This design comes from an exercise in tuning for small area, a short achievable clock period and few clock cycles per item on the open sky130 flow, not from production work. Only simulation tests tie the RTL to the original design; equivalence was not proved.

==> flow/design.v (outline; a module is shown in full before it is edited, if it fits) <==
// module rs_decoder_90_64: 491 lines
module rs_decoder_90_64 (
    input  clk,
    input  rst_n,
    input  start,
    input  [719:0] received_code,
    output [511:0] decoded_data,
    output [4:0] errors_detected,
    output error_corrected,
    output [6:0] error_position,
    output reg valid_out,
    output decode_success
);
  // ...
==> flow/flow/run.sh <==
#!/bin/bash
# The standard layout (standard.sh: standard synthesis, floorplan, place, CTS, route),
# with one change on the make command line: the port buffers that global placement
# inserts use the smallest buffer cell (timing repair resizes the ones that matter).
# Every tool's output stays in orfs/logs; make's own output goes to standard.log.
set -euo pipefail
bash standard.sh "BUFFER_PORTS_ARGS=-buffer_cell sky130_fd_sc_hd__buf_1" finish > standard.log 2>&1
==> flow/standard.sh <==
#!/bin/bash
# synth_recipe.tcl (not shown) runs the flow's synth.tcl, then flattens the netlist and writes it again
# the make line also repeats each setting of config.mk as NAME=value (left out here)
make -C /OpenROAD-flow-scripts/flow DESIGN_CONFIG=/design/flow/config.mk WORK_HOME=/design/flow/orfs CLKGATE_MAP_FILE= SYNTH_SCRIPT=/design/flow/synth_recipe.tcl "${@:-finish}"
==> flow/config.mk <==
export PLATFORM = sky130hd
export DESIGN_NAME = rs_decoder_90_64
export DESIGN_NICKNAME = rs_decoder_90_64
export VERILOG_FILES = /design/flow/design.v
export SDC_FILE = /design/flow/constraint.sdc
export NUM_CORES = 4
export LEC_CHECK = 0
export CAP_MARGIN = 40
export CORE_AREA = 10 10 690 690
export DIE_AREA = 0 0 700 700
export SETUP_SLACK_MARGIN = 5
export SLEW_MARGIN = 40
==> flow/constraint.sdc <==
create_clock -name core_clock -period 12.0 [get_ports {clk}]
set_input_delay 2.4000 -clock core_clock [delete_from_list [all_inputs] [get_ports {clk}]]
set_output_delay 2.4000 -clock core_clock [all_outputs]
set_load 0.01 [all_outputs]
==> impl_metrics.json, run 1 <==
{
  "syn_area_per_cell_um2": 8.61,
  "n_all_buffers": 2350,
  "cp_max_fo": 4,
  "reg_top3": "u: 256 flops, acc: 64 flops",
  "cts_buffer_depth": 3,
  "clock.fmax_ghz": 0.137,
  "chipHeight_um": 700,
  "met1_usage": 0.597,
  "n_all_inverters": 1023,
  "finalSetupViolCount": 0,
  "status": "no timing/DRC/antenna violations",
  "avgViaCountPerCell": 6.00,
  "dominant_cells": "multi-input gates",
  "cp_slowest_cell": "ha_1",
  "synth_flop_cell": "dfxtp_1",
  "fin_nets": 15556,
  "path_class": "reg -> reg",
  "placed_cell_area_um2": 122000,
  "die-area_um2": 490000,
  "clk_pin_slew_ns": 0.07,
  "core_area_um2": 460000,
  "final_cells": 19763,
  "worstSetupEndpoint": "acc[10]",
  "final_cell_mix": "2533 x xnor2_1, 1243 x ha_1, 1193 x buf_1",
  "n_tap_cell": 6149,
  "crit_required_ns": 12.71,
  "setup_ws_ns": 4.70,
  "dp_hpwl_um": 1230000
}
Testbench counts, summed over its fixed seeds: cycles 1,920, items 384.
==> run 2, diff against run 1 <==
==> flow/run.sh (new file) <==
#!/bin/bash
# synth_recipe.tcl (not shown) runs the flow's synth.tcl, then flattens the netlist and writes it again
# the make line also repeats each setting of config.mk as NAME=value (left out here)
make -C /OpenROAD-flow-scripts/flow DESIGN_CONFIG=/design/flow/config.mk WORK_HOME=/design/flow/orfs CLKGATE_MAP_FILE= SYNTH_SCRIPT=/design/flow/synth_recipe.tcl finish
removed: flow/flow/run.sh
removed: flow/standard.sh
==> impl_metrics.json, run 2 <==
{
  "crit_required_ns": 12.77,
  "hold_viol": 0,
  "clock-sinks": 324,
  "drtPass1Iterations": 13,
  "synth_cells": 11556,
  "dp_hpwl_um": 1220000,
  "die-area_um2": 490000,
  "netlist_area_um2": 99500,
  "status": "no timing/DRC/antenna violations",
  "whs_endpoint": "p3",
  "cts-buffers-inserted": 55,
  "crit_arrival_ns": 8.23,
  "fin_crit_ns": 7.47,
  "route.detailed.drc": 0,
  "reg2reg_depth": 21,
  "synth_top_area_frac": 0.272,
  "largest_reg_flops": 256,
  "dr.first_iter.drc_count": 21192,
  "port_buffers": 1244,
  "worst_setup_path_start_kind": "register",
  "antenna_left": 0,
  "synth_edf_count": 0,
  "core_area_um2": 460000,
  "clock_latency_ns": 0.96,
  "num_vias": 116822,
  "htreeDepth": 2,
  "ys_warn_count": 1,
  "rows": 249,
  "cts_tree": "built",
  "yosys-top-cells-area": "xnor2_1 27%, ha_1 17%, xnor3_1 7.5%",
  "holdPathStages": 1,
  "die-width_um": 700,
  "clock.fmax_ghz": 0.134,
  "holdCritStartpoint": "p3",
  "crit_chain": "buf_6 -> inv_1 -> ha_1 -> a21o_1 -> a21oi_1 -> xnor2_2 -> buf_4 -> inv_1 -> ha_1 -> ha_1 -> a41oi_1 -> o21bai_1 -> xor2_1 -> xnor2_1 -> xnor2_1 -> xnor2_1 -> buf_4 -> xnor2_1 -> xnor2_1 -> xnor2_2 -> xor3_1",
  "crit_path_max_incr_delay_ns": 0.68,
  "cp_slowest_cell": "o21bai_1",
  "wl_per_cell_um": 69.5,
  "path_class": "reg -> reg",
  "ys_ff_latch": 324,
  "synth_flop_cell": "dfxtp_1",
  "r2r_end": "acc[24]",
  "final_cell_mix": "2577 x xnor2_1, 1254 x ha_1, 1234 x clkdlybuf4s50_1",
  "routed_wl_um": 1360000,
  "setup_tns_ns": 0,
  "hold_class": "reg -> reg",
  "syn_area_per_cell_um2": 8.61,
  "path_common_cell": "xnor2_1",
  "grt_pass1_vias": 102647,
  "fin_nets": 15469,
  "finalSetupViolCount": 0,
  "async_reset_ff_frac": 0.0123,
  "mostFrequentLayoutCell": "xnor2_1",
  "drv_slew": 0,
  "cts_buffer_depth": 3,
  "place.gp.congestion": 1.23,
  "top_register": "u",
  "avgViaCountPerCell": 5.95,
  "clk_pin_slew_ns": 0.06,
  "r2r-start": "u[154]",
  "cp-end-kind": "register",
  "yosysMostFrequentCell": "xnor2_1",
  "grt_pass1_wl_um": 1580000,
  "grt_max_degree": 103,
  "post-route-period-util": 0.622,
  "final_util": 0.298,
  "area.growth.synth_to_final_pct": 37.7,
  "ys_top_cells_by_count": "3092 x xnor2_1, 1354 x ha_1, 1013 x inv_1, 600 x a21oi_1, 575 x xor2_1",
  "drive_above_1_share": 0.198,
  "grt.total_usage": 0.530,
  "synth-seq-area-share": 0.0654,
  "yosysTopAreaCell": "xnor2_1",
  "chipHeight_um": 700,
  "tightestPinTransition_ns": 1.14,
  "ys_types": 104,
  "rsz0062_at_grt": "yes",
  "max-cap-violations": 0,
  "r2r_slack_ns": 4.53,
  "root_buffer": "clkbuf_16",
  "slew_headroom": 0.232,
  "start_util": 0.216,
  "antenna_found_initial": 291,
  "cp_max_fo": 10,
  "io_pins": 1250,
  "holdWs_ns": 0.547,
  "overflow": 0,
  "reg_top3": "u: 256 flops, acc: 64 flops",
  "finalClockSkew_ns": 0.124
}
==> run 2: changes by cell type in the layout (fill, tap and decap cells not counted), sizes merged <==
cell and change:
dlygate4sd2 +4, buf -1300, diode -40, bufbuf -1
clkbuf -30, clkdlybuf4s50 +1234, inv +2, dlymetal6s2s +1
clkinvlp -1, clkinv +4
==> run 2: timing repair <==
item                       4_1_cts  5_1_grt
gates resized for setup        612      309
setup endpoints to repair      160       68
buffers inserted               108       71
pin swaps                       59       79
hold buffers                     0        0
==> run 2: cell type report <==
| class | instances | area, um^2 |
|---|---|---|
| fillers | 49099 | 323000 |
| multi-input cells | 9567 | 94800 |
| well taps | 6149 | 7690 |
| clock inverters | 31 | 383 |
| inverters | 1023 | 4050 |
| flip-flops and latches | 324 | 6790 |
| clock buffers | 72 | 1540 |
| diodes | 204 | 510 |
| repair buffers | 2266 | 21300 |
==> run 2: per-stage QoR <==
stage	cells	cell area (um^2)	worst slack, ns
2_1_floorplan	11560	99500	5.97
3_3_place_gp	19102	125000	3.01
3_5_place_dp	19147	129000	3.53
4_1_cts	19358	134000	4.87
5_1_grt	19505	137000	4.93
6_report	19636	137000	4.53
==> run 2: worst max-delay path, delay by kind of cell, from the launching register on <==
kind / cells / cell delay (ns)
xor gates and xnor gates: 9 / 2.83
AOI/OAI and AO/OA: 4 / 1.41
DFF: 1 / 0.33
buffers and inverters: 5 / 1.48
adders and majority gates: 3 / 1.20
==> run 2: logic make-up (layout without fill, tap and decap cells) <==
group,Yosys count,in the layout,synth area share
mux,11,11,0.00112
buf+inv,1669,3392,0.0780
xor+xnor,4044,4044,0.407
flops,324,324,0.0654
compound gates,2380,2380,0.165
fa+ha+maj,1509,1509,0.201
other cells,1,209,0.0000377
simple gates,1618,1618,0.0821
==> run 2: routing by layer <==
metal | part of all wire | wire [um] | track usage | vias up
met5 | 0.00084 | 1150 | 0.00154 | -
met4 | 0.13 | 171000 | 0.551 | 86
met3 | 0.14 | 186000 | 0.273 | 3088
met2 | 0.38 | 514000 | 0.699 | 10836
met1 | 0.36 | 492000 | 0.586 | 59954
li1 | - | - | - | 42858
==> run 2: how the worst max path moves through the flow <==
| stage | startpoint | to | depth (start not counted) |
|---|---|---|---|
| 2_1_floorplan | u[98] | acc[2] | 22 |
| 3_3_place_gp | u[177] | acc[10] | 21 |
| 3_5_place_dp | u[241] | acc[34] | 19 |
| 4_1_cts | u[155] | acc[40] | 23 |
| 5_1_grt | u[242] | acc[32] | 21 |
| 6_report | u[154] | acc[24] | 21 |

## separate check: timing with driven ports
In the flow no input, the clock included, has a driving cell. The finished layouts below were timed again as built, in two steps.
Step 1 assumes that a clkbuf_16 drives the clock port and a buf_2 every other input.
Step 2 adds t to the input delays and takes it off the output delays; t is the mean of the earliest and latest rising clock arrival at the registers after step 1. Input paths then give back, and output paths get back, about the clock's delay inside the block.
Three values: ideal ports, drivers, drivers and shift; two values: the first two.
run	shift t [ns]	setup slack, ns	worst hold slack (ns)	pins driven straight from the clock port
run 1	0.980	4.704 / 4.605 / 4.704	0.531 / 0.531 / 0.531	1
run 2	1.005	4.533 / 4.533 / 4.533	0.547 / 0.547 / 0.547	1
After both steps setup and hold are still met in every run listed.
